This is an optimization exercise on Yosys and OpenROAD, whose aim is small area, a short achievable clock period and few clock cycles per item, not a production implementation. Only simulation tests tie the RTL to the original design; equivalence was not proved. Power figures rest on the tool's default switching activity, not on a simulated workload.

==> flow/design.v, too long to show whole: its modules and the start of the top module <==
// module vproc_mul_block: 55 lines
// module vector_mul_simple: 3083 lines
// module mul_pp: 3 lines
// module mul_ppn: 3 lines
// module mul_fa: 4 lines
// module mul_ha: 4 lines
module vector_mul_simple (
    input  logic               clk_i,
    input  logic               rst_ni,
    input  logic               in_valid_i,
    input  logic signed [31:0] in_a_i,
    input  logic signed [31:0] in_b_i,
    output logic               out_valid_o,
    output logic signed [63:0] out_result_o
);
  // ...
==> flow/run.sh <==
#!/bin/bash
# synth_recipe.tcl (not shown) runs the flow's synth.tcl, then flattens the netlist and writes it again
# the make line also repeats each setting of config.mk as NAME=value (left out here)
make -C /OpenROAD-flow-scripts/flow DESIGN_CONFIG=/design/flow/config.mk WORK_HOME=/design/flow/orfs CLKGATE_MAP_FILE= SYNTH_SCRIPT=/design/flow/synth_recipe.tcl finish
==> flow/config.mk <==
export PLATFORM = sky130hd
export DESIGN_NAME = vector_mul_simple
export DESIGN_NICKNAME = vector_mul_simple
export VERILOG_FILES = /design/flow/design.v
export SDC_FILE = /design/flow/constraint.sdc
export NUM_CORES = 4
export LEC_CHECK = 0
export CAP_MARGIN = 20
export CORE_MARGIN = 2
export CORE_UTILIZATION = 40
export SLEW_MARGIN = 20
export SYNTH_HIERARCHICAL = 1
export SYNTH_MINIMUM_KEEP_SIZE = 0
==> flow/constraint.sdc <==
create_clock -name core_clock -period 8.0 [get_ports {clk_i}]
set_input_delay 1.6000 -clock core_clock [delete_from_list [all_inputs] [get_ports {clk_i}]]
set_output_delay 1.6000 -clock core_clock [all_outputs]
set_load 0.01 [all_outputs]
==> impl_metrics.ini, run 1 <==
[die]
dieHeight_um = 273
rows = 98

[layout]
nNonClkInverters = 43
nFlopsAndLatches = 309
antenna_cells = 0
largest_cell_class = multi-input combinational cells
fillers = 6605
multi_input_cells = 2169
clockNetworkAreaShare = 0.0412

[critical_path]
crit_family = compound AO/OA/AOI/OAI gates
crit_end = res_q[63]
r2r_end = res_q[63]
crit_cells = 11

[yosys]
synth_top_family_by_area = adder cells
synth-warning-count = 7
synth_cell_types = 67
ys_seq_area_frac = 0.215
synthMuxAreaShare = 0

[clock_network]
htreeDepth = 2
post_cts_resized = 0

[power_and_ir_drop]
p_sw_mw = 8.62
power.clock.fraction = 0.107

[grt]
gr-total-overflow = 0
grt_usage = 0.256
antenna_found_initial = 2

[sta]
setup-violations-final = 0
post-route-period-util = 0.515
finalMaxSlewViolations = 0

[detailed_routing]
route.met2.wl_um = 40300

[run_status]
status = no timing/DRC/antenna violations
Testbench counts, summed over its fixed seeds: cycles 16,016, items 16,000.
==> inputs of run 2 (changes only) <==
--- a/flow/design.v
+++ b/flow/design.v
@@ -3124,29 +3124,997 @@
     m1632 <= s1353;
     m1633 <= s1475;
     m1634 <= c1476;
     m1635 <= s1177;
     m1636 <= s1355;
     m1637 <= c1356;
     m1638 <= p544;
   end
-  logic [63:0] ra, rb;
-  assign ra = {m1637, m1636, m1634, m1633, m1631, m1630, s1765, s1763, s1761, s1759, s1757, s1755, s1753, s1751, s1749, s1747, s1745, s1743, s1741, s1739, s1737, s1735, s1733, s1731, s1729, s1727, s1725, s1723, s1721, s1719, s1717, s1715, s1713, s1711, s1709, s1707, s1705, s1703, s1701, s1699, s1697, s1695, s1693, s1691, s1689, s1687, s1685, m1501, m1499, m1497, m1496, s1683, m1492, m1490, m1488, m1487, m1486, m1484, m1483, m1482, m1481, m1480, m1479, m1477};
-  assign rb = {m1638, 1'b0, m1635, 1'b0, m1632, c1766, c1764, c1762, c1760, c1758, c1756, c1754, c1752, c1750, c1748, c1746, c1744, c1742, c1740, c1738, c1736, c1734, c1732, c1730, c1728, c1726, c1724, c1722, c1720, c1718, c1716, c1714, c1712, c1710, c1708, c1706, c1704, c1702, c1700, c1698, c1696, c1694, c1692, c1690, c1688, c1686, m1505, m1502, m1500, m1498, c1684, m1495, 1'b0, m1491, m1489, 1'b0, 1'b0, m1485, 1'b0, 1'b0, 1'b0, 1'b0, 1'b0, m1478};
+  logic g1767;
+  logic q1768;
+  logic g1769;
+  logic q1770;
+  logic g1771;
+  logic q1772;
+  logic g1773;
+  logic q1774;
+  logic g1775;
+  logic q1776;
+  logic g1777;
+  logic q1778;
+  logic g1779;
+  logic q1780;
+  logic g1781;
+  logic q1782;
+  logic g1783;
+  logic q1784;
+  logic g1785;
+  logic q1786;
+  logic g1787;
+  logic q1788;
+  logic g1789;
+  logic q1790;
+  logic g1791;
+  logic q1792;
+  logic g1793;
+  logic q1794;
+  logic g1795;
+  logic q1796;
+  logic g1797;
+  logic q1798;
+  logic g1799;
+  logic q1800;
+  logic g1801;
+  logic q1802;
+  logic g1803;
+  logic q1804;
+  logic g1805;
+  logic q1806;
+  logic g1807;
+  logic q1808;
+  logic g1809;
+  logic q1810;
+  logic g1811;
+  logic q1812;
+  logic g1813;
+  logic q1814;
+  logic g1815;
+  logic q1816;
+  logic g1817;
+  logic q1818;
+  logic g1819;
+  logic q1820;
+  logic g1821;
+  logic q1822;
+  logic g1823;
+  logic q1824;
+  logic g1825;
+  logic q1826;
+  logic g1827;
+  logic q1828;
+  logic g1829;
+  logic q1830;
+  logic g1831;
+  logic q1832;
+  logic g1833;
+  logic q1834;
+  logic g1835;
+  logic q1836;
+  logic g1837;
+  logic q1838;
+  logic g1839;
+  logic q1840;
+  logic g1841;
+  logic q1842;
+  logic g1843;
+  logic q1844;
+  logic g1845;
+  logic q1846;
+  logic g1847;
+  logic q1848;
+  logic g1849;
+  logic q1850;
+  logic g1851;
+  logic q1852;
+  logic g1853;
+  logic q1854;
+  logic g1855;
+  logic q1856;
+  logic g1857;
+  logic q1858;
+  logic g1859;
+  logic q1860;
+  logic g1861;
+  logic q1862;
+  logic g1863;
+  logic q1864;
+  logic g1865;
+  logic q1866;
+  logic g1867;
+  logic q1868;
+  logic g1869;
+  logic q1870;
+  logic g1871;
+  logic q1872;
+  logic g1873;
+  logic q1874;
+  logic g1875;
+  logic q1876;
+  logic q1877;
+  logic g1878;
+  logic q1879;
+  logic q1880;
+  logic g1881;
+  logic q1882;
+  logic g1883;
+  logic q1884;
+  logic g1885;
+  logic q1886;
+  logic g1887;
+  logic q1888;
+  logic g1889;
+  logic q1890;
+  logic g1891;
+  logic q1892;
+  logic g1893;
+  logic q1894;
+  logic g1895;
+  logic q1896;
+  logic g1897;
+  logic q1898;
+  logic g1899;
+  logic q1900;
+  logic g1901;
+  logic q1902;
+  logic g1903;
+  logic q1904;
+  logic g1905;
+  logic q1906;
+  logic g1907;
+  logic q1908;
+  logic g1909;
+  logic q1910;
+  logic g1911;
+  logic q1912;
+  logic g1913;
+  logic q1914;
+  logic g1915;
+  logic q1916;
+  logic g1917;
+  logic q1918;
+  logic g1919;
+  logic q1920;
+  logic g1921;
+  logic q1922;
+  logic g1923;
+  logic q1924;
+  logic g1925;
+  logic q1926;
+  logic g1927;
+  logic q1928;
+  logic g1929;
+  logic q1930;
+  logic q1931;
+  logic q1932;
+  logic g1933;
+  logic q1934;
+  logic q1935;
+  logic g1936;
+  logic i1937;
+  logic q1938;
+  logic g1939;
+  logic q1940;
+  logic g1941;
+  logic q1942;
+  logic g1943;
+  logic q1944;
+  logic g1945;
+  logic q1946;
+  logic g1947;
+  logic q1948;
+  logic g1949;
+  logic q1950;
+  logic g1951;
+  logic q1952;
+  logic g1953;
+  logic q1954;
+  logic g1955;
+  logic q1956;
+  logic g1957;
+  logic q1958;
+  logic g1959;
+  logic q1960;
+  logic g1961;
+  logic q1962;
+  logic g1963;
+  logic q1964;
+  logic g1965;
+  logic q1966;
+  logic g1967;
+  logic q1968;
+  logic g1969;
+  logic q1970;
+  logic g1971;
+  logic q1972;
+  logic g1973;
+  logic q1974;
+  logic g1975;
+  logic q1976;
+  logic g1977;
+  logic q1978;
+  logic g1979;
+  logic q1980;
+  logic g1981;
+  logic q1982;
+  logic g1983;
+  logic q1984;
+  logic g1985;
+  logic q1986;
+  logic g1987;
+  logic q1988;
+  logic g1989;
+  logic i1990;
+  logic q1991;
+  logic g1992;
+  logic i1993;
+  logic q1994;
+  logic g1995;
+  logic i1996;
+  logic g1997;
+  logic i1998;
+  logic q1999;
+  logic g2000;
+  logic q2001;
+  logic g2002;
+  logic q2003;
+  logic g2004;
+  logic q2005;
+  logic g2006;
+  logic q2007;
+  logic g2008;
+  logic q2009;
+  logic g2010;
+  logic q2011;
+  logic g2012;
+  logic q2013;
+  logic g2014;
+  logic q2015;
+  logic g2016;
+  logic q2017;
+  logic g2018;
+  logic q2019;
+  logic g2020;
+  logic q2021;
+  logic g2022;
+  logic q2023;
+  logic g2024;
+  logic q2025;
+  logic g2026;
+  logic q2027;
+  logic g2028;
+  logic q2029;
+  logic g2030;
+  logic q2031;
+  logic g2032;
+  logic q2033;
+  logic g2034;
+  logic q2035;
+  logic g2036;
+  logic q2037;
+  logic g2038;
+  logic q2039;
+  logic g2040;
+  logic q2041;
+  logic g2042;
+  logic q2043;
+  logic g2044;
+  logic q2045;
+  logic g2046;
+  logic q2047;
+  logic g2048;
+  logic q2049;
+  logic g2050;
+  logic q2051;
+  logic g2052;
+  logic q2053;
+  logic g2054;
+  logic i2055;
+  logic g2056;
+  logic i2057;
+  logic g2058;
+  logic g2059;
+  logic g2060;
+  logic q2061;
+  logic g2062;
+  logic q2063;
+  logic g2064;
+  logic q2065;
+  logic g2066;
+  logic q2067;
+  logic g2068;
+  logic q2069;
+  logic g2070;
+  logic q2071;
+  logic g2072;
+  logic q2073;
+  logic g2074;
+  logic q2075;
+  logic g2076;
+  logic q2077;
+  logic g2078;
+  logic q2079;
+  logic g2080;
+  logic q2081;
+  logic g2082;
+  logic q2083;
+  logic g2084;
+  logic q2085;
+  logic g2086;
+  logic q2087;
+  logic g2088;
+  logic q2089;
+  logic g2090;
+  logic q2091;
+  logic g2092;
+  logic q2093;
+  logic g2094;
+  logic q2095;
+  logic g2096;
+  logic q2097;
+  logic g2098;
+  logic q2099;
+  logic g2100;
+  logic q2101;
+  logic g2102;
+  logic q2103;
+  logic g2104;
+  logic q2105;
+  logic g2106;
+  logic q2107;
+  logic g2108;
+  logic g2109;
+  logic g2110;
+  logic i2111;
+  logic g2112;
+  logic i2113;
+  logic g2114;
+  logic g2115;
+  logic g2116;
+  logic g2117;
+  logic g2118;
+  logic q2119;
+  logic g2120;
+  logic q2121;
+  logic g2122;
+  logic q2123;
+  logic g2124;
+  logic q2125;
+  logic g2126;
+  logic q2127;
+  logic g2128;
+  logic q2129;
+  logic g2130;
+  logic q2131;
+  logic g2132;
+  logic q2133;
+  logic g2134;
+  logic q2135;
+  logic g2136;
+  logic q2137;
+  logic g2138;
+  logic q2139;
+  logic g2140;
+  logic q2141;
+  logic g2142;
+  logic q2143;
+  logic g2144;
+  logic q2145;
+  logic g2146;
+  logic q2147;
+  logic g2148;
+  logic q2149;
+  logic g2150;
+  logic g2151;
+  logic g2152;
+  logic g2153;
+  logic g2154;
+  logic i2155;
+  logic g2156;
+  logic i2157;
+  logic g2158;
+  logic i2159;
+  logic g2160;
+  logic i2161;
+  logic g2162;
+  logic g2163;
+  logic g2164;
+  logic g2165;
+  logic g2166;
+  logic g2167;
+  logic g2168;
+  logic g2169;
+  logic g2170;
+  logic g2171;
+  logic g2172;
+  logic g2173;
+  logic g2174;
+  logic g2175;
+  logic g2176;
+  logic g2177;
+  logic g2178;
+  logic i2179;
+  logic g2180;
+  logic i2181;
+  logic g2182;
+  logic i2183;
+  logic g2184;
+  logic i2185;
+  logic g2186;
+  logic i2187;
+  logic g2188;
+  logic i2189;
+  logic g2190;
+  logic i2191;
+  logic g2192;
+  logic i2193;
+  logic g2194;
+  logic g2195;
+  logic g2196;
+  logic g2197;
+  logic g2198;
+  logic g2199;
+  logic g2200;
+  logic g2201;
+  logic g2202;
+  logic g2203;
+  logic g2204;
+  logic g2205;
+  logic g2206;
+  logic g2207;
+  logic g2208;
+  logic r2209;
+  logic r2210;
+  logic r2211;
+  logic r2212;
+  logic r2213;
+  logic r2214;
+  logic r2215;
+  logic r2216;
+  logic r2217;
+  logic r2218;
+  logic r2219;
+  logic r2220;
+  logic r2221;
+  logic r2222;
+  logic r2223;
+  logic r2224;
+  logic r2225;
+  logic r2226;
+  logic r2227;
+  logic r2228;
+  logic r2229;
+  logic r2230;
+  logic r2231;
+  logic r2232;
+  logic r2233;
+  logic r2234;
+  logic r2235;
+  logic r2236;
+  logic r2237;
+  logic r2238;
+  logic r2239;
+  logic r2240;
+  logic r2241;
+  logic r2242;
+  logic r2243;
+  logic r2244;
+  logic r2245;
+  logic r2246;
+  logic r2247;
+  logic r2248;
+  logic r2249;
+  logic r2250;
+  logic r2251;
+  logic r2252;
+  logic r2253;
+  logic r2254;
+  logic r2255;
+  logic r2256;
+  logic r2257;
+  logic r2258;
+  logic r2259;
+  logic r2260;
+  logic r2261;
+  logic r2262;
+  logic r2263;
+  logic r2264;
+  logic r2265;
+  logic r2266;
+  logic r2267;
+  logic r2268;
+  logic r2269;
+  logic r2270;
+  logic r2271;
+  mul_ha u_g1767 (.a(m1477), .b(m1478), .s(q1768), .co(g1767));
+  mul_ha u_g1769 (.a(m1484), .b(m1485), .s(q1770), .co(g1769));
+  mul_ha u_g1771 (.a(m1488), .b(m1489), .s(q1772), .co(g1771));
+  mul_ha u_g1773 (.a(m1490), .b(m1491), .s(q1774), .co(g1773));
+  mul_ha u_g1775 (.a(s1683), .b(m1495), .s(q1776), .co(g1775));
+  mul_ha u_g1777 (.a(m1496), .b(c1684), .s(q1778), .co(g1777));
+  mul_ha u_g1779 (.a(m1497), .b(m1498), .s(q1780), .co(g1779));
+  mul_ha u_g1781 (.a(m1499), .b(m1500), .s(q1782), .co(g1781));
+  mul_ha u_g1783 (.a(m1501), .b(m1502), .s(q1784), .co(g1783));
+  mul_ha u_g1785 (.a(s1685), .b(m1505), .s(q1786), .co(g1785));
+  mul_ha u_g1787 (.a(s1687), .b(c1686), .s(q1788), .co(g1787));
+  mul_ha u_g1789 (.a(s1689), .b(c1688), .s(q1790), .co(g1789));
+  mul_ha u_g1791 (.a(s1691), .b(c1690), .s(q1792), .co(g1791));
+  mul_ha u_g1793 (.a(s1693), .b(c1692), .s(q1794), .co(g1793));
+  mul_ha u_g1795 (.a(s1695), .b(c1694), .s(q1796), .co(g1795));
+  mul_ha u_g1797 (.a(s1697), .b(c1696), .s(q1798), .co(g1797));
+  mul_ha u_g1799 (.a(s1699), .b(c1698), .s(q1800), .co(g1799));
+  mul_ha u_g1801 (.a(s1701), .b(c1700), .s(q1802), .co(g1801));
+  mul_ha u_g1803 (.a(s1703), .b(c1702), .s(q1804), .co(g1803));
+  mul_ha u_g1805 (.a(s1705), .b(c1704), .s(q1806), .co(g1805));
+  mul_ha u_g1807 (.a(s1707), .b(c1706), .s(q1808), .co(g1807));
+  mul_ha u_g1809 (.a(s1709), .b(c1708), .s(q1810), .co(g1809));
+  mul_ha u_g1811 (.a(s1711), .b(c1710), .s(q1812), .co(g1811));
+  mul_ha u_g1813 (.a(s1713), .b(c1712), .s(q1814), .co(g1813));
+  mul_ha u_g1815 (.a(s1715), .b(c1714), .s(q1816), .co(g1815));
+  mul_ha u_g1817 (.a(s1717), .b(c1716), .s(q1818), .co(g1817));
+  mul_ha u_g1819 (.a(s1719), .b(c1718), .s(q1820), .co(g1819));
+  mul_ha u_g1821 (.a(s1721), .b(c1720), .s(q1822), .co(g1821));
+  mul_ha u_g1823 (.a(s1723), .b(c1722), .s(q1824), .co(g1823));
+  mul_ha u_g1825 (.a(s1725), .b(c1724), .s(q1826), .co(g1825));
+  mul_ha u_g1827 (.a(s1727), .b(c1726), .s(q1828), .co(g1827));
+  mul_ha u_g1829 (.a(s1729), .b(c1728), .s(q1830), .co(g1829));
+  mul_ha u_g1831 (.a(s1731), .b(c1730), .s(q1832), .co(g1831));
+  mul_ha u_g1833 (.a(s1733), .b(c1732), .s(q1834), .co(g1833));
+  mul_ha u_g1835 (.a(s1735), .b(c1734), .s(q1836), .co(g1835));
+  mul_ha u_g1837 (.a(s1737), .b(c1736), .s(q1838), .co(g1837));
+  mul_ha u_g1839 (.a(s1739), .b(c1738), .s(q1840), .co(g1839));
+  mul_ha u_g1841 (.a(s1741), .b(c1740), .s(q1842), .co(g1841));
+  mul_ha u_g1843 (.a(s1743), .b(c1742), .s(q1844), .co(g1843));
+  mul_ha u_g1845 (.a(s1745), .b(c1744), .s(q1846), .co(g1845));
+  mul_ha u_g1847 (.a(s1747), .b(c1746), .s(q1848), .co(g1847));
+  mul_ha u_g1849 (.a(s1749), .b(c1748), .s(q1850), .co(g1849));
+  mul_ha u_g1851 (.a(s1751), .b(c1750), .s(q1852), .co(g1851));
+  mul_ha u_g1853 (.a(s1753), .b(c1752), .s(q1854), .co(g1853));
+  mul_ha u_g1855 (.a(s1755), .b(c1754), .s(q1856), .co(g1855));
+  mul_ha u_g1857 (.a(s1757), .b(c1756), .s(q1858), .co(g1857));
+  mul_ha u_g1859 (.a(s1759), .b(c1758), .s(q1860), .co(g1859));
+  mul_ha u_g1861 (.a(s1761), .b(c1760), .s(q1862), .co(g1861));
+  mul_ha u_g1863 (.a(s1763), .b(c1762), .s(q1864), .co(g1863));
+  mul_ha u_g1865 (.a(s1765), .b(c1764), .s(q1866), .co(g1865));
+  mul_ha u_g1867 (.a(m1630), .b(c1766), .s(q1868), .co(g1867));
+  mul_ha u_g1869 (.a(m1631), .b(m1632), .s(q1870), .co(g1869));
+  mul_ha u_g1871 (.a(m1634), .b(m1635), .s(q1872), .co(g1871));
+  mul_ha u_g1873 (.a(m1637), .b(m1638), .s(q1874), .co(g1873));
+  mul_nand u_g1875 (.a(m1479), .b(g1767), .y(g1875));
+  mul_nand u_q1876 (.a(m1481), .b(m1480), .y(q1876));
+  mul_nand u_q1877 (.a(m1483), .b(m1482), .y(q1877));
+  mul_nand u_g1878 (.a(m1486), .b(g1769), .y(g1878));
+  mul_nand u_q1879 (.a(m1486), .b(q1770), .y(q1879));
+  mul_nand u_q1880 (.a(q1772), .b(m1487), .y(q1880));
+  mul_nand u_g1881 (.a(m1492), .b(g1773), .y(g1881));
+  mul_nand u_q1882 (.a(m1492), .b(q1774), .y(q1882));
+  mul_aoi u_g1883 (.a(g1777), .b(q1778), .c(g1775), .y(g1883));
+  mul_nand u_q1884 (.a(q1778), .b(q1776), .y(q1884));
+  mul_aoi u_g1885 (.a(g1781), .b(q1782), .c(g1779), .y(g1885));
+  mul_nand u_q1886 (.a(q1782), .b(q1780), .y(q1886));
+  mul_aoi u_g1887 (.a(g1785), .b(q1786), .c(g1783), .y(g1887));
+  mul_nand u_q1888 (.a(q1786), .b(q1784), .y(q1888));
+  mul_aoi u_g1889 (.a(g1789), .b(q1790), .c(g1787), .y(g1889));
+  mul_nand u_q1890 (.a(q1790), .b(q1788), .y(q1890));
+  mul_aoi u_g1891 (.a(g1793), .b(q1794), .c(g1791), .y(g1891));
+  mul_nand u_q1892 (.a(q1794), .b(q1792), .y(q1892));
+  mul_aoi u_g1893 (.a(g1797), .b(q1798), .c(g1795), .y(g1893));
+  mul_nand u_q1894 (.a(q1798), .b(q1796), .y(q1894));
+  mul_aoi u_g1895 (.a(g1801), .b(q1802), .c(g1799), .y(g1895));
+  mul_nand u_q1896 (.a(q1802), .b(q1800), .y(q1896));
+  mul_aoi u_g1897 (.a(g1805), .b(q1806), .c(g1803), .y(g1897));
+  mul_nand u_q1898 (.a(q1806), .b(q1804), .y(q1898));
+  mul_aoi u_g1899 (.a(g1809), .b(q1810), .c(g1807), .y(g1899));
+  mul_nand u_q1900 (.a(q1810), .b(q1808), .y(q1900));
+  mul_aoi u_g1901 (.a(g1813), .b(q1814), .c(g1811), .y(g1901));
+  mul_nand u_q1902 (.a(q1814), .b(q1812), .y(q1902));
+  mul_aoi u_g1903 (.a(g1817), .b(q1818), .c(g1815), .y(g1903));
+  mul_nand u_q1904 (.a(q1818), .b(q1816), .y(q1904));
+  mul_aoi u_g1905 (.a(g1821), .b(q1822), .c(g1819), .y(g1905));
+  mul_nand u_q1906 (.a(q1822), .b(q1820), .y(q1906));
+  mul_aoi u_g1907 (.a(g1825), .b(q1826), .c(g1823), .y(g1907));
+  mul_nand u_q1908 (.a(q1826), .b(q1824), .y(q1908));
+  mul_aoi u_g1909 (.a(g1829), .b(q1830), .c(g1827), .y(g1909));
+  mul_nand u_q1910 (.a(q1830), .b(q1828), .y(q1910));
+  mul_aoi u_g1911 (.a(g1833), .b(q1834), .c(g1831), .y(g1911));
+  mul_nand u_q1912 (.a(q1834), .b(q1832), .y(q1912));
+  mul_aoi u_g1913 (.a(g1837), .b(q1838), .c(g1835), .y(g1913));
+  mul_nand u_q1914 (.a(q1838), .b(q1836), .y(q1914));
+  mul_aoi u_g1915 (.a(g1841), .b(q1842), .c(g1839), .y(g1915));
+  mul_nand u_q1916 (.a(q1842), .b(q1840), .y(q1916));
+  mul_aoi u_g1917 (.a(g1845), .b(q1846), .c(g1843), .y(g1917));
+  mul_nand u_q1918 (.a(q1846), .b(q1844), .y(q1918));
+  mul_aoi u_g1919 (.a(g1849), .b(q1850), .c(g1847), .y(g1919));
+  mul_nand u_q1920 (.a(q1850), .b(q1848), .y(q1920));
+  mul_aoi u_g1921 (.a(g1853), .b(q1854), .c(g1851), .y(g1921));
+  mul_nand u_q1922 (.a(q1854), .b(q1852), .y(q1922));
+  mul_aoi u_g1923 (.a(g1857), .b(q1858), .c(g1855), .y(g1923));
+  mul_nand u_q1924 (.a(q1858), .b(q1856), .y(q1924));
+  mul_aoi u_g1925 (.a(g1861), .b(q1862), .c(g1859), .y(g1925));
+  mul_nand u_q1926 (.a(q1862), .b(q1860), .y(q1926));
+  mul_aoi u_g1927 (.a(g1865), .b(q1866), .c(g1863), .y(g1927));
+  mul_nand u_q1928 (.a(q1866), .b(q1864), .y(q1928));
+  mul_aoi u_g1929 (.a(g1869), .b(q1870), .c(g1867), .y(g1929));
+  mul_nand u_q1930 (.a(q1870), .b(q1868), .y(q1930));
+  mul_nand u_q1931 (.a(q1872), .b(m1633), .y(q1931));
+  mul_nand u_q1932 (.a(q1874), .b(m1636), .y(q1932));
+  mul_nor u_g1933 (.a(q1876), .b(g1875), .y(g1933));
+  mul_nor u_q1934 (.a(q1877), .b(q1876), .y(q1934));
+  mul_nor u_q1935 (.a(q1879), .b(q1877), .y(q1935));
+  mul_inv u_i1937 (.a(g1771), .y(i1937));
+  mul_oai u_g1936 (.a(i1937), .b(q1880), .c(g1878), .y(g1936));
+  mul_nor u_q1938 (.a(q1880), .b(q1879), .y(q1938));
+  mul_oai u_g1939 (.a(g1881), .b(q1882), .c(i1937), .y(g1939));
+  mul_nor u_q1940 (.a(q1882), .b(q1880), .y(q1940));
+  mul_oai u_g1941 (.a(g1883), .b(q1884), .c(g1881), .y(g1941));
+  mul_nor u_q1942 (.a(q1884), .b(q1882), .y(q1942));
+  mul_oai u_g1943 (.a(g1885), .b(q1886), .c(g1883), .y(g1943));
+  mul_nor u_q1944 (.a(q1886), .b(q1884), .y(q1944));
+  mul_oai u_g1945 (.a(g1887), .b(q1888), .c(g1885), .y(g1945));
+  mul_nor u_q1946 (.a(q1888), .b(q1886), .y(q1946));
+  mul_oai u_g1947 (.a(g1889), .b(q1890), .c(g1887), .y(g1947));
+  mul_nor u_q1948 (.a(q1890), .b(q1888), .y(q1948));
+  mul_oai u_g1949 (.a(g1891), .b(q1892), .c(g1889), .y(g1949));
+  mul_nor u_q1950 (.a(q1892), .b(q1890), .y(q1950));
+  mul_oai u_g1951 (.a(g1893), .b(q1894), .c(g1891), .y(g1951));
+  mul_nor u_q1952 (.a(q1894), .b(q1892), .y(q1952));
+  mul_oai u_g1953 (.a(g1895), .b(q1896), .c(g1893), .y(g1953));
+  mul_nor u_q1954 (.a(q1896), .b(q1894), .y(q1954));
+  mul_oai u_g1955 (.a(g1897), .b(q1898), .c(g1895), .y(g1955));
+  mul_nor u_q1956 (.a(q1898), .b(q1896), .y(q1956));
+  mul_oai u_g1957 (.a(g1899), .b(q1900), .c(g1897), .y(g1957));
+  mul_nor u_q1958 (.a(q1900), .b(q1898), .y(q1958));
+  mul_oai u_g1959 (.a(g1901), .b(q1902), .c(g1899), .y(g1959));
+  mul_nor u_q1960 (.a(q1902), .b(q1900), .y(q1960));
+  mul_oai u_g1961 (.a(g1903), .b(q1904), .c(g1901), .y(g1961));
+  mul_nor u_q1962 (.a(q1904), .b(q1902), .y(q1962));
+  mul_oai u_g1963 (.a(g1905), .b(q1906), .c(g1903), .y(g1963));
+  mul_nor u_q1964 (.a(q1906), .b(q1904), .y(q1964));
+  mul_oai u_g1965 (.a(g1907), .b(q1908), .c(g1905), .y(g1965));
+  mul_nor u_q1966 (.a(q1908), .b(q1906), .y(q1966));
+  mul_oai u_g1967 (.a(g1909), .b(q1910), .c(g1907), .y(g1967));
+  mul_nor u_q1968 (.a(q1910), .b(q1908), .y(q1968));
+  mul_oai u_g1969 (.a(g1911), .b(q1912), .c(g1909), .y(g1969));
+  mul_nor u_q1970 (.a(q1912), .b(q1910), .y(q1970));
+  mul_oai u_g1971 (.a(g1913), .b(q1914), .c(g1911), .y(g1971));
+  mul_nor u_q1972 (.a(q1914), .b(q1912), .y(q1972));
+  mul_oai u_g1973 (.a(g1915), .b(q1916), .c(g1913), .y(g1973));
+  mul_nor u_q1974 (.a(q1916), .b(q1914), .y(q1974));
+  mul_oai u_g1975 (.a(g1917), .b(q1918), .c(g1915), .y(g1975));
+  mul_nor u_q1976 (.a(q1918), .b(q1916), .y(q1976));
+  mul_oai u_g1977 (.a(g1919), .b(q1920), .c(g1917), .y(g1977));
+  mul_nor u_q1978 (.a(q1920), .b(q1918), .y(q1978));
+  mul_oai u_g1979 (.a(g1921), .b(q1922), .c(g1919), .y(g1979));
+  mul_nor u_q1980 (.a(q1922), .b(q1920), .y(q1980));
+  mul_oai u_g1981 (.a(g1923), .b(q1924), .c(g1921), .y(g1981));
+  mul_nor u_q1982 (.a(q1924), .b(q1922), .y(q1982));
+  mul_oai u_g1983 (.a(g1925), .b(q1926), .c(g1923), .y(g1983));
+  mul_nor u_q1984 (.a(q1926), .b(q1924), .y(q1984));
+  mul_oai u_g1985 (.a(g1927), .b(q1928), .c(g1925), .y(g1985));
+  mul_nor u_q1986 (.a(q1928), .b(q1926), .y(q1986));
+  mul_oai u_g1987 (.a(g1929), .b(q1930), .c(g1927), .y(g1987));
+  mul_nor u_q1988 (.a(q1930), .b(q1928), .y(q1988));
+  mul_inv u_i1990 (.a(g1871), .y(i1990));
+  mul_oai u_g1989 (.a(i1990), .b(q1931), .c(g1929), .y(g1989));
+  mul_nor u_q1991 (.a(q1931), .b(q1930), .y(q1991));
+  mul_inv u_i1993 (.a(g1873), .y(i1993));
+  mul_oai u_g1992 (.a(i1993), .b(q1932), .c(i1990), .y(g1992));
+  mul_nor u_q1994 (.a(q1932), .b(q1931), .y(q1994));
+  mul_inv u_i1996 (.a(g1875), .y(i1996));
+  mul_nand u_g1995 (.a(q1934), .b(i1996), .y(g1995));
+  mul_inv u_i1998 (.a(g1878), .y(i1998));
+  mul_aoi u_g1997 (.a(i1998), .b(q1935), .c(g1933), .y(g1997));
+  mul_nand u_q1999 (.a(q1938), .b(q1934), .y(q1999));
+  mul_aoi u_g2000 (.a(g1939), .b(q1940), .c(i1998), .y(g2000));
+  mul_nand u_q2001 (.a(q1940), .b(q1935), .y(q2001));
+  mul_aoi u_g2002 (.a(g1941), .b(q1942), .c(g1936), .y(g2002));
+  mul_nand u_q2003 (.a(q1942), .b(q1938), .y(q2003));
+  mul_aoi u_g2004 (.a(g1943), .b(q1944), .c(g1939), .y(g2004));
+  mul_nand u_q2005 (.a(q1944), .b(q1940), .y(q2005));
+  mul_aoi u_g2006 (.a(g1945), .b(q1946), .c(g1941), .y(g2006));
+  mul_nand u_q2007 (.a(q1946), .b(q1942), .y(q2007));
+  mul_aoi u_g2008 (.a(g1947), .b(q1948), .c(g1943), .y(g2008));
+  mul_nand u_q2009 (.a(q1948), .b(q1944), .y(q2009));
+  mul_aoi u_g2010 (.a(g1949), .b(q1950), .c(g1945), .y(g2010));
+  mul_nand u_q2011 (.a(q1950), .b(q1946), .y(q2011));
+  mul_aoi u_g2012 (.a(g1951), .b(q1952), .c(g1947), .y(g2012));
+  mul_nand u_q2013 (.a(q1952), .b(q1948), .y(q2013));
+  mul_aoi u_g2014 (.a(g1953), .b(q1954), .c(g1949), .y(g2014));
+  mul_nand u_q2015 (.a(q1954), .b(q1950), .y(q2015));
+  mul_aoi u_g2016 (.a(g1955), .b(q1956), .c(g1951), .y(g2016));
+  mul_nand u_q2017 (.a(q1956), .b(q1952), .y(q2017));
+  mul_aoi u_g2018 (.a(g1957), .b(q1958), .c(g1953), .y(g2018));
+  mul_nand u_q2019 (.a(q1958), .b(q1954), .y(q2019));
+  mul_aoi u_g2020 (.a(g1959), .b(q1960), .c(g1955), .y(g2020));
+  mul_nand u_q2021 (.a(q1960), .b(q1956), .y(q2021));
+  mul_aoi u_g2022 (.a(g1961), .b(q1962), .c(g1957), .y(g2022));
+  mul_nand u_q2023 (.a(q1962), .b(q1958), .y(q2023));
+  mul_aoi u_g2024 (.a(g1963), .b(q1964), .c(g1959), .y(g2024));
+  mul_nand u_q2025 (.a(q1964), .b(q1960), .y(q2025));
+  mul_aoi u_g2026 (.a(g1965), .b(q1966), .c(g1961), .y(g2026));
+  mul_nand u_q2027 (.a(q1966), .b(q1962), .y(q2027));
+  mul_aoi u_g2028 (.a(g1967), .b(q1968), .c(g1963), .y(g2028));
+  mul_nand u_q2029 (.a(q1968), .b(q1964), .y(q2029));
+  mul_aoi u_g2030 (.a(g1969), .b(q1970), .c(g1965), .y(g2030));
+  mul_nand u_q2031 (.a(q1970), .b(q1966), .y(q2031));
+  mul_aoi u_g2032 (.a(g1971), .b(q1972), .c(g1967), .y(g2032));
+  mul_nand u_q2033 (.a(q1972), .b(q1968), .y(q2033));
+  mul_aoi u_g2034 (.a(g1973), .b(q1974), .c(g1969), .y(g2034));
+  mul_nand u_q2035 (.a(q1974), .b(q1970), .y(q2035));
+  mul_aoi u_g2036 (.a(g1975), .b(q1976), .c(g1971), .y(g2036));
+  mul_nand u_q2037 (.a(q1976), .b(q1972), .y(q2037));
+  mul_aoi u_g2038 (.a(g1977), .b(q1978), .c(g1973), .y(g2038));
+  mul_nand u_q2039 (.a(q1978), .b(q1974), .y(q2039));
+  mul_aoi u_g2040 (.a(g1979), .b(q1980), .c(g1975), .y(g2040));
+  mul_nand u_q2041 (.a(q1980), .b(q1976), .y(q2041));
+  mul_aoi u_g2042 (.a(g1981), .b(q1982), .c(g1977), .y(g2042));
+  mul_nand u_q2043 (.a(q1982), .b(q1978), .y(q2043));
+  mul_aoi u_g2044 (.a(g1983), .b(q1984), .c(g1979), .y(g2044));
+  mul_nand u_q2045 (.a(q1984), .b(q1980), .y(q2045));
+  mul_aoi u_g2046 (.a(g1985), .b(q1986), .c(g1981), .y(g2046));
+  mul_nand u_q2047 (.a(q1986), .b(q1982), .y(q2047));
+  mul_aoi u_g2048 (.a(g1987), .b(q1988), .c(g1983), .y(g2048));
+  mul_nand u_q2049 (.a(q1988), .b(q1984), .y(q2049));
+  mul_aoi u_g2050 (.a(g1989), .b(q1991), .c(g1985), .y(g2050));
+  mul_nand u_q2051 (.a(q1991), .b(q1986), .y(q2051));
+  mul_aoi u_g2052 (.a(g1992), .b(q1994), .c(g1987), .y(g2052));
+  mul_nand u_q2053 (.a(q1994), .b(q1988), .y(q2053));
+  mul_inv u_i2055 (.a(g1936), .y(i2055));
+  mul_oai u_g2054 (.a(i2055), .b(q1999), .c(g1875), .y(g2054));
+  mul_inv u_i2057 (.a(g1933), .y(i2057));
+  mul_oai u_g2056 (.a(g2000), .b(q2001), .c(i2057), .y(g2056));
+  mul_oai u_g2058 (.a(g2002), .b(q2003), .c(g1995), .y(g2058));
+  mul_oai u_g2059 (.a(g2004), .b(q2005), .c(g1997), .y(g2059));
+  mul_oai u_g2060 (.a(g2006), .b(q2007), .c(i2055), .y(g2060));
+  mul_nor u_q2061 (.a(q2007), .b(q1999), .y(q2061));
+  mul_oai u_g2062 (.a(g2008), .b(q2009), .c(g2000), .y(g2062));
+  mul_nor u_q2063 (.a(q2009), .b(q2001), .y(q2063));
+  mul_oai u_g2064 (.a(g2010), .b(q2011), .c(g2002), .y(g2064));
+  mul_nor u_q2065 (.a(q2011), .b(q2003), .y(q2065));
+  mul_oai u_g2066 (.a(g2012), .b(q2013), .c(g2004), .y(g2066));
+  mul_nor u_q2067 (.a(q2013), .b(q2005), .y(q2067));
+  mul_oai u_g2068 (.a(g2014), .b(q2015), .c(g2006), .y(g2068));
+  mul_nor u_q2069 (.a(q2015), .b(q2007), .y(q2069));
+  mul_oai u_g2070 (.a(g2016), .b(q2017), .c(g2008), .y(g2070));
+  mul_nor u_q2071 (.a(q2017), .b(q2009), .y(q2071));
+  mul_oai u_g2072 (.a(g2018), .b(q2019), .c(g2010), .y(g2072));
+  mul_nor u_q2073 (.a(q2019), .b(q2011), .y(q2073));
+  mul_oai u_g2074 (.a(g2020), .b(q2021), .c(g2012), .y(g2074));
+  mul_nor u_q2075 (.a(q2021), .b(q2013), .y(q2075));
+  mul_oai u_g2076 (.a(g2022), .b(q2023), .c(g2014), .y(g2076));
+  mul_nor u_q2077 (.a(q2023), .b(q2015), .y(q2077));
+  mul_oai u_g2078 (.a(g2024), .b(q2025), .c(g2016), .y(g2078));
+  mul_nor u_q2079 (.a(q2025), .b(q2017), .y(q2079));
+  mul_oai u_g2080 (.a(g2026), .b(q2027), .c(g2018), .y(g2080));
+  mul_nor u_q2081 (.a(q2027), .b(q2019), .y(q2081));
+  mul_oai u_g2082 (.a(g2028), .b(q2029), .c(g2020), .y(g2082));
+  mul_nor u_q2083 (.a(q2029), .b(q2021), .y(q2083));
+  mul_oai u_g2084 (.a(g2030), .b(q2031), .c(g2022), .y(g2084));
+  mul_nor u_q2085 (.a(q2031), .b(q2023), .y(q2085));
+  mul_oai u_g2086 (.a(g2032), .b(q2033), .c(g2024), .y(g2086));
+  mul_nor u_q2087 (.a(q2033), .b(q2025), .y(q2087));
+  mul_oai u_g2088 (.a(g2034), .b(q2035), .c(g2026), .y(g2088));
+  mul_nor u_q2089 (.a(q2035), .b(q2027), .y(q2089));
+  mul_oai u_g2090 (.a(g2036), .b(q2037), .c(g2028), .y(g2090));
+  mul_nor u_q2091 (.a(q2037), .b(q2029), .y(q2091));
+  mul_oai u_g2092 (.a(g2038), .b(q2039), .c(g2030), .y(g2092));
+  mul_nor u_q2093 (.a(q2039), .b(q2031), .y(q2093));
+  mul_oai u_g2094 (.a(g2040), .b(q2041), .c(g2032), .y(g2094));
+  mul_nor u_q2095 (.a(q2041), .b(q2033), .y(q2095));
+  mul_oai u_g2096 (.a(g2042), .b(q2043), .c(g2034), .y(g2096));
+  mul_nor u_q2097 (.a(q2043), .b(q2035), .y(q2097));
+  mul_oai u_g2098 (.a(g2044), .b(q2045), .c(g2036), .y(g2098));
+  mul_nor u_q2099 (.a(q2045), .b(q2037), .y(q2099));
+  mul_oai u_g2100 (.a(g2046), .b(q2047), .c(g2038), .y(g2100));
+  mul_nor u_q2101 (.a(q2047), .b(q2039), .y(q2101));
+  mul_oai u_g2102 (.a(g2048), .b(q2049), .c(g2040), .y(g2102));
+  mul_nor u_q2103 (.a(q2049), .b(q2041), .y(q2103));
+  mul_oai u_g2104 (.a(g2050), .b(q2051), .c(g2042), .y(g2104));
+  mul_nor u_q2105 (.a(q2051), .b(q2043), .y(q2105));
+  mul_oai u_g2106 (.a(g2052), .b(q2053), .c(g2044), .y(g2106));
+  mul_nor u_q2107 (.a(q2053), .b(q2045), .y(q2107));
+  mul_aoi u_g2108 (.a(g2060), .b(q2061), .c(i1996), .y(g2108));
+  mul_aoi u_g2109 (.a(g2062), .b(q2063), .c(g1933), .y(g2109));
+  mul_inv u_i2111 (.a(g1995), .y(i2111));
+  mul_aoi u_g2110 (.a(g2064), .b(q2065), .c(i2111), .y(g2110));
+  mul_inv u_i2113 (.a(g1997), .y(i2113));
+  mul_aoi u_g2112 (.a(g2066), .b(q2067), .c(i2113), .y(g2112));
+  mul_aoi u_g2114 (.a(g2068), .b(q2069), .c(g2054), .y(g2114));
+  mul_aoi u_g2115 (.a(g2070), .b(q2071), .c(g2056), .y(g2115));
+  mul_aoi u_g2116 (.a(g2072), .b(q2073), .c(g2058), .y(g2116));
+  mul_aoi u_g2117 (.a(g2074), .b(q2075), .c(g2059), .y(g2117));
+  mul_aoi u_g2118 (.a(g2076), .b(q2077), .c(g2060), .y(g2118));
+  mul_nand u_q2119 (.a(q2077), .b(q2061), .y(q2119));
+  mul_aoi u_g2120 (.a(g2078), .b(q2079), .c(g2062), .y(g2120));
+  mul_nand u_q2121 (.a(q2079), .b(q2063), .y(q2121));
+  mul_aoi u_g2122 (.a(g2080), .b(q2081), .c(g2064), .y(g2122));
+  mul_nand u_q2123 (.a(q2081), .b(q2065), .y(q2123));
+  mul_aoi u_g2124 (.a(g2082), .b(q2083), .c(g2066), .y(g2124));
+  mul_nand u_q2125 (.a(q2083), .b(q2067), .y(q2125));
+  mul_aoi u_g2126 (.a(g2084), .b(q2085), .c(g2068), .y(g2126));
+  mul_nand u_q2127 (.a(q2085), .b(q2069), .y(q2127));
+  mul_aoi u_g2128 (.a(g2086), .b(q2087), .c(g2070), .y(g2128));
+  mul_nand u_q2129 (.a(q2087), .b(q2071), .y(q2129));
+  mul_aoi u_g2130 (.a(g2088), .b(q2089), .c(g2072), .y(g2130));
+  mul_nand u_q2131 (.a(q2089), .b(q2073), .y(q2131));
+  mul_aoi u_g2132 (.a(g2090), .b(q2091), .c(g2074), .y(g2132));
+  mul_nand u_q2133 (.a(q2091), .b(q2075), .y(q2133));
+  mul_aoi u_g2134 (.a(g2092), .b(q2093), .c(g2076), .y(g2134));
+  mul_nand u_q2135 (.a(q2093), .b(q2077), .y(q2135));
+  mul_aoi u_g2136 (.a(g2094), .b(q2095), .c(g2078), .y(g2136));
+  mul_nand u_q2137 (.a(q2095), .b(q2079), .y(q2137));
+  mul_aoi u_g2138 (.a(g2096), .b(q2097), .c(g2080), .y(g2138));
+  mul_nand u_q2139 (.a(q2097), .b(q2081), .y(q2139));
+  mul_aoi u_g2140 (.a(g2098), .b(q2099), .c(g2082), .y(g2140));
+  mul_nand u_q2141 (.a(q2099), .b(q2083), .y(q2141));
+  mul_aoi u_g2142 (.a(g2100), .b(q2101), .c(g2084), .y(g2142));
+  mul_nand u_q2143 (.a(q2101), .b(q2085), .y(q2143));
+  mul_aoi u_g2144 (.a(g2102), .b(q2103), .c(g2086), .y(g2144));
+  mul_nand u_q2145 (.a(q2103), .b(q2087), .y(q2145));
+  mul_aoi u_g2146 (.a(g2104), .b(q2105), .c(g2088), .y(g2146));
+  mul_nand u_q2147 (.a(q2105), .b(q2089), .y(q2147));
+  mul_aoi u_g2148 (.a(g2106), .b(q2107), .c(g2090), .y(g2148));
+  mul_nand u_q2149 (.a(q2107), .b(q2091), .y(q2149));
+  mul_oai u_g2150 (.a(g2118), .b(q2119), .c(g1875), .y(g2150));
+  mul_oai u_g2151 (.a(g2120), .b(q2121), .c(i2057), .y(g2151));
+  mul_oai u_g2152 (.a(g2122), .b(q2123), .c(g1995), .y(g2152));
+  mul_oai u_g2153 (.a(g2124), .b(q2125), .c(g1997), .y(g2153));
+  mul_inv u_i2155 (.a(g2054), .y(i2155));
+  mul_oai u_g2154 (.a(g2126), .b(q2127), .c(i2155), .y(g2154));
+  mul_inv u_i2157 (.a(g2056), .y(i2157));
+  mul_oai u_g2156 (.a(g2128), .b(q2129), .c(i2157), .y(g2156));
+  mul_inv u_i2159 (.a(g2058), .y(i2159));
+  mul_oai u_g2158 (.a(g2130), .b(q2131), .c(i2159), .y(g2158));
+  mul_inv u_i2161 (.a(g2059), .y(i2161));
+  mul_oai u_g2160 (.a(g2132), .b(q2133), .c(i2161), .y(g2160));
+  mul_oai u_g2162 (.a(g2134), .b(q2135), .c(g2108), .y(g2162));
+  mul_oai u_g2163 (.a(g2136), .b(q2137), .c(g2109), .y(g2163));
+  mul_oai u_g2164 (.a(g2138), .b(q2139), .c(g2110), .y(g2164));
+  mul_oai u_g2165 (.a(g2140), .b(q2141), .c(g2112), .y(g2165));
+  mul_oai u_g2166 (.a(g2142), .b(q2143), .c(g2114), .y(g2166));
+  mul_oai u_g2167 (.a(g2144), .b(q2145), .c(g2115), .y(g2167));
+  mul_oai u_g2168 (.a(g2146), .b(q2147), .c(g2116), .y(g2168));
+  mul_oai u_g2169 (.a(g2148), .b(q2149), .c(g2117), .y(g2169));
+  mul_nand u_g2170 (.a(m1480), .b(i1996), .y(g2170));
+  mul_nand u_g2171 (.a(m1482), .b(g1933), .y(g2171));
+  mul_aoi u_g2172 (.a(g1769), .b(q1770), .c(i2111), .y(g2172));
+  mul_nand u_g2173 (.a(m1487), .b(i2113), .y(g2173));
+  mul_aoi u_g2174 (.a(g1773), .b(q1774), .c(g2054), .y(g2174));
+  mul_aoi u_g2175 (.a(g1775), .b(q1776), .c(g2056), .y(g2175));
+  mul_aoi u_g2176 (.a(g1779), .b(q1780), .c(g2058), .y(g2176));
+  mul_aoi u_g2177 (.a(g1783), .b(q1784), .c(g2059), .y(g2177));
+  mul_inv u_i2179 (.a(g2108), .y(i2179));
+  mul_aoi u_g2178 (.a(g1787), .b(q1788), .c(i2179), .y(g2178));
+  mul_inv u_i2181 (.a(g2109), .y(i2181));
+  mul_aoi u_g2180 (.a(g1791), .b(q1792), .c(i2181), .y(g2180));
+  mul_inv u_i2183 (.a(g2110), .y(i2183));
+  mul_aoi u_g2182 (.a(g1795), .b(q1796), .c(i2183), .y(g2182));
+  mul_inv u_i2185 (.a(g2112), .y(i2185));
+  mul_aoi u_g2184 (.a(g1799), .b(q1800), .c(i2185), .y(g2184));
+  mul_inv u_i2187 (.a(g2114), .y(i2187));
+  mul_aoi u_g2186 (.a(g1803), .b(q1804), .c(i2187), .y(g2186));
+  mul_inv u_i2189 (.a(g2115), .y(i2189));
+  mul_aoi u_g2188 (.a(g1807), .b(q1808), .c(i2189), .y(g2188));
+  mul_inv u_i2191 (.a(g2116), .y(i2191));
+  mul_aoi u_g2190 (.a(g1811), .b(q1812), .c(i2191), .y(g2190));
+  mul_inv u_i2193 (.a(g2117), .y(i2193));
+  mul_aoi u_g2192 (.a(g1815), .b(q1816), .c(i2193), .y(g2192));
+  mul_aoi u_g2194 (.a(g1819), .b(q1820), .c(g2150), .y(g2194));
+  mul_aoi u_g2195 (.a(g1823), .b(q1824), .c(g2151), .y(g2195));
+  mul_aoi u_g2196 (.a(g1827), .b(q1828), .c(g2152), .y(g2196));
+  mul_aoi u_g2197 (.a(g1831), .b(q1832), .c(g2153), .y(g2197));
+  mul_aoi u_g2198 (.a(g1835), .b(q1836), .c(g2154), .y(g2198));
+  mul_aoi u_g2199 (.a(g1839), .b(q1840), .c(g2156), .y(g2199));
+  mul_aoi u_g2200 (.a(g1843), .b(q1844), .c(g2158), .y(g2200));
+  mul_aoi u_g2201 (.a(g1847), .b(q1848), .c(g2160), .y(g2201));
+  mul_aoi u_g2202 (.a(g1851), .b(q1852), .c(g2162), .y(g2202));
+  mul_aoi u_g2203 (.a(g1855), .b(q1856), .c(g2163), .y(g2203));
+  mul_aoi u_g2204 (.a(g1859), .b(q1860), .c(g2164), .y(g2204));
+  mul_aoi u_g2205 (.a(g1863), .b(q1864), .c(g2165), .y(g2205));
+  mul_aoi u_g2206 (.a(g1867), .b(q1868), .c(g2166), .y(g2206));
+  mul_nand u_g2207 (.a(m1633), .b(g2167), .y(g2207));
+  mul_nand u_g2208 (.a(m1636), .b(g2168), .y(g2208));
+  assign r2209 = (m1479 ^ g1767);
+  assign r2210 = ~(m1480 ^ g1875);
+  assign r2211 = ~(m1481 ^ g2170);
+  assign r2212 = (m1482 ^ g1933);
+  assign r2213 = ~(m1483 ^ g2171);
+  assign r2214 = ~(q1770 ^ g1995);
+  assign r2215 = ~(m1486 ^ g2172);
+  assign r2216 = ~(m1487 ^ g1997);
+  assign r2217 = ~(q1772 ^ g2173);
+  assign r2218 = (q1774 ^ g2054);
+  assign r2219 = ~(m1492 ^ g2174);
+  assign r2220 = (q1776 ^ g2056);
+  assign r2221 = ~(q1778 ^ g2175);
+  assign r2222 = (q1780 ^ g2058);
+  assign r2223 = ~(q1782 ^ g2176);
+  assign r2224 = (q1784 ^ g2059);
+  assign r2225 = ~(q1786 ^ g2177);
+  assign r2226 = ~(q1788 ^ g2108);
+  assign r2227 = ~(q1790 ^ g2178);
+  assign r2228 = ~(q1792 ^ g2109);
+  assign r2229 = ~(q1794 ^ g2180);
+  assign r2230 = ~(q1796 ^ g2110);
+  assign r2231 = ~(q1798 ^ g2182);
+  assign r2232 = ~(q1800 ^ g2112);
+  assign r2233 = ~(q1802 ^ g2184);
+  assign r2234 = ~(q1804 ^ g2114);
+  assign r2235 = ~(q1806 ^ g2186);
+  assign r2236 = ~(q1808 ^ g2115);
+  assign r2237 = ~(q1810 ^ g2188);
+  assign r2238 = ~(q1812 ^ g2116);
+  assign r2239 = ~(q1814 ^ g2190);
+  assign r2240 = ~(q1816 ^ g2117);
+  assign r2241 = ~(q1818 ^ g2192);
+  assign r2242 = (q1820 ^ g2150);
+  assign r2243 = ~(q1822 ^ g2194);
+  assign r2244 = (q1824 ^ g2151);
+  assign r2245 = ~(q1826 ^ g2195);
+  assign r2246 = (q1828 ^ g2152);
+  assign r2247 = ~(q1830 ^ g2196);
+  assign r2248 = (q1832 ^ g2153);
+  assign r2249 = ~(q1834 ^ g2197);
+  assign r2250 = (q1836 ^ g2154);
+  assign r2251 = ~(q1838 ^ g2198);
+  assign r2252 = (q1840 ^ g2156);
+  assign r2253 = ~(q1842 ^ g2199);
+  assign r2254 = (q1844 ^ g2158);
+  assign r2255 = ~(q1846 ^ g2200);
+  assign r2256 = (q1848 ^ g2160);
+  assign r2257 = ~(q1850 ^ g2201);
+  assign r2258 = (q1852 ^ g2162);
+  assign r2259 = ~(q1854 ^ g2202);
+  assign r2260 = (q1856 ^ g2163);
+  assign r2261 = ~(q1858 ^ g2203);
+  assign r2262 = (q1860 ^ g2164);
+  assign r2263 = ~(q1862 ^ g2204);
+  assign r2264 = (q1864 ^ g2165);
+  assign r2265 = ~(q1866 ^ g2205);
+  assign r2266 = (q1868 ^ g2166);
+  assign r2267 = ~(q1870 ^ g2206);
+  assign r2268 = (m1633 ^ g2167);
+  assign r2269 = ~(q1872 ^ g2207);
+  assign r2270 = (m1636 ^ g2168);
+  assign r2271 = ~(q1874 ^ g2208);
   logic [63:0] res_q;
-  always_ff @(posedge clk_i) res_q <= ra + rb;
+  always_ff @(posedge clk_i) res_q <= {r2271, r2270, r2269, r2268, r2267, r2266, r2265, r2264, r2263, r2262, r2261, r2260, r2259, r2258, r2257, r2256, r2255, r2254, r2253, r2252, r2251, r2250, r2249, r2248, r2247, r2246, r2245, r2244, r2243, r2242, r2241, r2240, r2239, r2238, r2237, r2236, r2235, r2234, r2233, r2232, r2231, r2230, r2229, r2228, r2227, r2226, r2225, r2224, r2223, r2222, r2221, r2220, r2219, r2218, r2217, r2216, r2215, r2214, r2213, r2212, r2211, r2210, r2209, q1768};
   assign out_result_o = res_q;
 endmodule
 module mul_pp (input logic n1, n2, nx0, nx1, output logic p);
   assign p = ~((n1 | nx0) & (n2 | nx1));
 endmodule
 module mul_ppn (input logic n1, n2, nx0, nx1, output logic pn);
   assign pn = (n1 | nx0) & (n2 | nx1);
 endmodule
 module mul_fa (input logic a, b, c, output logic s, co);
   assign s = a ^ b ^ c;
   assign co = (a & b) | (c & (a ^ b));
 endmodule
+module mul_aoi (input logic a, b, c, output logic y);
+  assign y = ~(a | (b & c));
+endmodule
+module mul_oai (input logic a, b, c, output logic y);
+  assign y = ~(a & (b | c));
+endmodule
+module mul_nand (input logic a, b, output logic y);
+  assign y = ~(a & b);
+endmodule
+module mul_nor (input logic a, b, output logic y);
+  assign y = ~(a | b);
+endmodule
+module mul_inv (input logic a, output logic y);
+  assign y = ~a;
+endmodule
 module mul_ha (input logic a, b, output logic s, co);
   assign s = a ^ b;
   assign co = a & b;
 endmodule
==> flow/config.mk (replaced) <==
export PLATFORM = sky130hd
export DESIGN_NAME = vector_mul_simple
export DESIGN_NICKNAME = vector_mul_simple
export VERILOG_FILES = /design/flow/design.v
export SDC_FILE = /design/flow/constraint.sdc
export NUM_CORES = 4
export LEC_CHECK = 0
export CAP_MARGIN = 20
export CORE_MARGIN = 2
export CORE_UTILIZATION = 40
export CTS_BUF_LIST = sky130_fd_sc_hd__clkbuf_8
export CTS_CLUSTER_SIZE = 30
export SETUP_SLACK_MARGIN = 4.5
export SLEW_MARGIN = 20
export SYNTH_HIERARCHICAL = 1
export SYNTH_MINIMUM_KEEP_SIZE = 0
==> impl_metrics.ini, run 2 <==
[run_status]
status = no timing/DRC/antenna violations

[grt]
met1_usage = 0.326
gr-total-overflow = 0
gr-usage-met2 = 0.379
grt_max_degree = 35
grt_busiest_layer = met2
grt_usage = 0.252
grt_pass1_vias = 23300
antenna_found_initial = 5
grt_pass1_wl_um = 146000
met3_usage = 0.0864

[sta]
finClkSkew_ps = 45.6
worst_pin_slew_ps = 931
post-route-period-util = 0.433
setup-violations-final = 0
finalCriticalPeriod_ps = 3470
rsz0062_at_grt = yes
finalMaxSlewViolations = 0
finalWorstSetupSlack_ps = 4530
slew_headroom = 0.379
fmax_ghz = 0.288
tns_ps = 0
hold_viol = 0

[detailed_routing]
drt-wirelength-per-cell_um = 26.4
wl_um = 98100
vias = 22300
drc = 0
ant_nets = 0
viasPerCell = 6.01
drt_pass1_iterations = 5
drt_iter0_markers = 2814

[die]
dieHeight_um = 277
rows = 99
die-area_um2 = 76500
io_pins = 132
core_region_area_um2 = 73200
die_width_um = 277
initial_core_util = 0.406

[layout]
final_core_util = 0.443
finalNetCount = 3372
regMostFlops = res_q
largest_reg_flops = 64
final_cell_mix = 545 x xnor2_1, 528 x o22ai_1, 458 x fa_1
mostFrequentLayoutCell = xnor2_1
area_growth_pct = 9.21
finalNonFillerCells = 3708
top_regs = res_q x64, b_q x32
drive_gt1_frac = 0.110

[yosys]
synth_cell_types = 22
syn-instance-count = 2572
netlist_area_um2 = 29700
synth-main-ff-cell = dfxtp_1
yosys.area.top_type = fa_1
ys_top_cells_by_area = fa_1 31%, dfxtp_1 21%, xnor2_1 16%
synth-warning-count = 7
synth-edff-count = 0
synth.top_cell.area_share = 0.309
async_reset_ff_frac = 0.00971
synth_seq_cells = 309
ys_seq_area_frac = 0.209
ys_top_cells_by_count = 553 x xnor2_1, 528 x o22ai_1, 458 x fa_1
yosysMostFrequentCell = xnor2_1
syn_avg_cell_area_um2 = 11.5

[critical_path]
path_class = register to register
cp_num_buf_inv = 0
critPathMostFrequentCell = fa_1
worstSetupStartpointType = register
cp_cell_sequence = o22ai_1 -> fa_1 -> fa_1 -> fa_1 -> fa_1
cp.arrival_ps = 4060
crit_fanout = 34
crit_family = adder cells
critPathMaxStageDelay_ps = 910
cp.required_ps = 8590
crit_slowest_cell = dfxtp_2
reg2reg_slack_ps = 4530
cp-end-kind = register

[placed_design]
dp_hpwl_um = 71500
dp_slack_ps = 4320
port_buffers = 131
gp_congestion = 0.935
dp.cells = 3606

[power_and_ir_drop]
power_density_nw_per_um2 = 520
total_power_mw = 16.9
max-vdd-ir-drop_mv = 0.307
leakage_nw = 11.8

[clock_network]
clkLatencyLatePin_ps = 700
htreeDepth = 2
cts_tree = built
clock_sinks = 309
cts-root-buf = clkbuf_8
numCtsBuffers = 56
hold_buffers = 0
clk_pin_slew_ps = 60
cts_buffer_depth = 3

[hold_path]
hold_class = register to register

[run]
cap_viol_max_count = 0
## run 2: cell types whose count changed after synthesis, sizes merged, moves of 12 or more
cell | previous run | this run
clkbuf | 144 | 0
buf | 5 | 128
a21oi | 76 | 115
o21ai | 35 | 69
nand4 | 23 | 0
nand2 | 62 | 82
nand3 | 18 | 0
a21o | 16 | 0
a31oi | 12 | 0
## run 2: where the power goes
part | total [mW] | internal, mW | switching, mW | leakage [nW]
logic | 12.4 | 4.93 | 7.49 | 8.57
registers | 2.82 | 2.40 | 0.419 | 2.61
clock network | 1.62 | 0.900 | 0.719 | 0.648
total | 16.9 | 8.23 | 8.63 | 11.8
## run 2: through the flow
stage,instance area (um2),hold slack (ps)
after detailed placement,31000,340
final,32400,349
after global routing,32400,369
after CTS,32200,354
after floorplan,29800,331
after global placement,31000,341
## run 2: layer usage
metal | vias to the layer above | routed length [um]
met5 | - | 9
met4 | 2 | 4970
met3 | 337 | 12500
met2 | 1633 | 42200
met1 | 10900 | 38400
li1 | 9374 | -
## run 2: repair_timing
item                                    in CTS  in global routing
gates resized for setup                     15                 47
endpoints found under the setup margin      43                 67
buffers inserted                             0                  1
## run 2: final timing paths
check / startpoint / end / depth (start not counted)
max: n2[6] / m1531 / 5
min: v1_q / v2_q / 0
max reg2reg: n2[6] / m1531 / 5
min reg2reg: v1_q / v2_q / 0
max in group asynchronous: rst_ni / v3_q / 1
min in group asynchronous: rst_ni / v2_q / 1
## run 2: cell type report
cell class              count  area (um2)
repair buffers            189        1850
fillers                  6794       40800
flip-flops and latches    309        6280
clock buffers              64         881
diodes                      2        5.00
inverters                  52         195
clock inverters            35         322
well taps                 959        1200
multi-input cells        2098       21700
## run 2: logic make-up (layout without fill, tap and decap cells)
| kind of cell | Yosys count | after routing | share of synthesized area |
|---|---|---|---|
| simple gates | 180 | 180 | 0.0271 |
| buf+inv | 180 | 340 | 0.0666 |
| compound gates | 728 | 728 | 0.160 |
| fa+ha+maj | 599 | 599 | 0.368 |
| other cells | 1 | 18 | 0.000126 |
| flops | 309 | 309 | 0.209 |
| xor+xnor | 575 | 575 | 0.170 |
## run 2: per-module statistics from Yosys (local to each module, per instance)
module	cell area, um2	cells	flip-flops and latches	times used
mul_ha	12.5	1	0	126
mul_inv	3.75	1	0	20
mul_nand	3.75	1	0	81
mul_nor	3.75	1	0	53
mul_oai	5.00	1	0	69
mul_ppn	8.76	1	0	16
mul_aoi	8.76	1	0	100
mul_fa	20.0	1	0	458
mul_pp	6.26	1	0	528
vector_mul_simple	13700	1121	309	1
Testbench counts of run 2, summed over its fixed seeds: cycles 16,016, items 16,000.
==> inputs of run 3 (changes only) <==
--- a/flow/config.mk
+++ b/flow/config.mk
@@ -11,5 +11,5 @@
 export CTS_BUF_LIST = sky130_fd_sc_hd__clkbuf_8
 export CTS_CLUSTER_SIZE = 30
-export SETUP_SLACK_MARGIN = 4.5
+export SETUP_SLACK_MARGIN = 4.8
 export SLEW_MARGIN = 20
 export SYNTH_HIERARCHICAL = 1
==> impl_metrics.ini, run 3 <==
[yosys]
yosys.area.top_type = fa_1
ys_seq_area_frac = 0.209
async_reset_ff_frac = 0.00971
syn-instance-count = 2572
netlist_area_um2 = 29700
synth-warning-count = 7
ys_top_cells_by_area = fa_1 31%, dfxtp_1 21%, xnor2_1 16%
syn_avg_cell_area_um2 = 11.5
synth.top_cell.area_share = 0.309
synth-main-ff-cell = dfxtp_1
yosysMostFrequentCell = xnor2_1
synth-edff-count = 0
ys_top_cells_by_count = 553 x xnor2_1, 528 x o22ai_1, 458 x fa_1
synth_cell_types = 22
synth_seq_cells = 309

[critical_path]
crit_fanout = 16
critPathMaxStageDelay_ps = 640
crit_slowest_cell = fa_2
cp.arrival_ps = 3870
cp-end-kind = register
cp_num_buf_inv = 1
crit_family = adder cells
cp_cell_sequence = clkbuf_8 -> xnor2_1 -> o22ai_1 -> fa_1 -> fa_1 -> fa_1 -> fa_2
critPathMostFrequentCell = fa_1
path_class = register to register
cp.required_ps = 8590
worstSetupStartpointType = register

[detailed_routing]
vias = 23100
drt_iter0_markers = 2782
ant_nets = 0
viasPerCell = 6.13
drt-wirelength-per-cell_um = 27.7
wl_um = 104000
drc = 0
drt_pass1_iterations = 9

[grt]
antenna_found_initial = 4
grt_usage = 0.260
grt_pass1_vias = 23700
gr-total-overflow = 0
grt_pass1_wl_um = 150000
grt_max_degree = 35

[clock_network]
cts-root-buf = clkbuf_8
hold_buffers = 0
cts_tree = built
clkLatencyLatePin_ps = 720
htreeDepth = 2
clock_sinks = 309
clk_pin_slew_ps = 60
cts_buffer_depth = 3
numCtsBuffers = 56

[run]
cap_viol_max_count = 0

[layout]
multiInputGateArea_um2 = 22800
area_growth_pct = 17.4
finalNetCount = 3428
mostFrequentLayoutCell = o22ai_1
drive_gt1_frac = 0.186
top_regs = res_q x64, b_q x32
regMostFlops = res_q
seq_area_um2 = 6320
largest_reg_flops = 64
final_cell_mix = 509 x o22ai_1, 488 x xnor2_1, 419 x fa_1
fillers = 6543

[die]
rows = 99
die_width_um = 277
initial_core_util = 0.406
dieHeight_um = 277
io_pins = 132
core_region_area_um2 = 73200
die-area_um2 = 76500

[placed_design]
gp_congestion = 0.935
port_buffers = 131
dp_hpwl_um = 71500

[sta]
finalCriticalPeriod_ps = 3280
setup-violations-final = 0
slew_headroom = 0.443
hold_viol = 0
tns_ps = 0
holdWs_ps = 349
finalMaxSlewViolations = 0
finClkSkew_ps = 50.4
fmax_ghz = 0.305
worst_pin_slew_ps = 829
rsz0062_at_grt = yes
post-route-period-util = 0.410

[power_and_ir_drop]
max-vdd-ir-drop_mv = 0.334
leakage_nw = 13.0
power_density_nw_per_um2 = 519

[hold_path]
hold_class = register to register

[run_status]
status = no timing/DRC/antenna violations
run 3: cells by family (layout without fill, tap and decap cells):
| logic type | count (synthesis) | after routing | share of synthesized area |
|---|---|---|---|
| adders and majority gates | 599 | 599 | 0.368 |
| xor gates and xnor gates | 575 | 575 | 0.170 |
| buffers and inverters | 180 | 396 | 0.0666 |
| DFF | 309 | 309 | 0.209 |
| and+or+nand+nor | 180 | 180 | 0.0271 |
| AOI/OAI and AO/OA | 728 | 728 | 0.160 |
| other | 1 | 18 | 0.000126 |
run 3: final timing paths:
path / startpoint / cells past startpoint / slack [ps] / end
setup / recovery: b_q[20] / 7 / 4720 / m1589
hold / removal: v1_q / 0 / 350 / v2_q
setup reg to reg: b_q[20] / 7 / 4720 / m1589
hold reg to reg: v1_q / 0 / 350 / v2_q
max in group asynchronous: rst_ni / 1 / 6780 / v3_q
min in group asynchronous: rst_ni / 1 / 1090 / v2_q
run 3: power breakdown:
| group | total, mW | internal (mW) | switching, mW |
|---|---|---|---|
| combinational | 13.6 | 5.51 | 8.13 |
| sequential | 2.82 | 2.40 | 0.423 |
| clock | 1.63 | 0.899 | 0.727 |
| total | 18.1 | 8.81 | 9.28 |
run 3: modules after synthesis (local to each module, per instance), excerpt:
module             flops+latches  cell area, um2  times used
vector_mul_simple            309           13700           1
mul_fa                         0            20.0         458
mul_ha                         0            12.5         126
mul_aoi                        0            8.76         100
mul_ppn                        0            8.76          16
mul_pp                         0            6.26         528
mul_oai                        0            5.00          69
mul_nand                       0            3.75          81
mul_inv                        0            3.75          20
run 3: metrics by stage:
step / power, mW / utilization / std cells / area (um2) / setup slack [ps]
floorplan: 10.5 / - / 2587 / 29800 / 4890
global placement: 15.0 / 0.423 / 3606 / 31000 / 4340
finish: 18.1 / 0.476 / 3764 / 34900 / 4720
global route: 19.3 / 0.476 / 3763 / 34900 / 4680
detailed placement: 15.0 / 0.423 / 3606 / 31000 / 4320
CTS: 17.1 / 0.456 / 3735 / 33400 / 4730
run 3: final cells by class:
type	count	share of cell area
multi-input cells	2098	0.654
clock buffers	64	0.0253
clock inverters	35	0.00922
inverters	52	0.00560
flip-flops and latches	309	0.181
diodes	2	0.000144
well taps	959	0.0344
repair buffers	245	0.0900
run 3: timing repair:
item,4_1_cts,5_1_grt
resized for setup,177,213
setup endpoints to repair,157,135
cloned,8,10
pin swaps,1,30
setup buffers,22,17
run 3: worst register-to-register path: cells and delay by family (launching register included):
kind / cells / cell delay [ps]
adders and majority gates: 4 / 2100
AOI/OAI and AO/OA: 1 / 190
xor gates and xnor gates: 1 / 350
DFF: 1 / 300
buffers and inverters: 1 / 250
run 3: metal layers:
| metal | track usage | routed length [um] | vias up |
|---|---|---|---|
| met5 | 0 | 106 | - |
| met4 | 0.125 | 6070 | 9 |
| met3 | 0.0889 | 13700 | 404 |
| met2 | 0.394 | 44800 | 1864 |
| met1 | 0.331 | 39500 | 11300 |
| li1 | - | - | 9532 |

==> separate check: timing with driven ports <==
The flow's constraints put no driver on any port. The routed layouts listed below were extracted and timed again, unchanged, in two steps.
Step 1 assumes that a clkbuf_16 drives the clock port and a buf_2 every other input.
Step 2 also shifts input and output timing later by t, the mid clock arrival at the registers, as if the neighbouring blocks saw the same clock.
Three values: ideal, step 1, step 2; two values: the first two.
run | t (ns) | setup WS [ns] | worst setup path after step 2 | slew at the worst register clock pin (ns)
run 1 | 0.626 | 3.877 / 3.877 / 3.877 | register to register | 0.07 / 0.07
run 2 | 0.737 | 4.533 / 4.533 / 4.533 | register to register | 0.07 / 0.07
run 3 | 0.746 | 4.717 / 4.717 / 4.717 | register to register | 0.08 / 0.08
After both steps setup and hold are still met in every run listed.
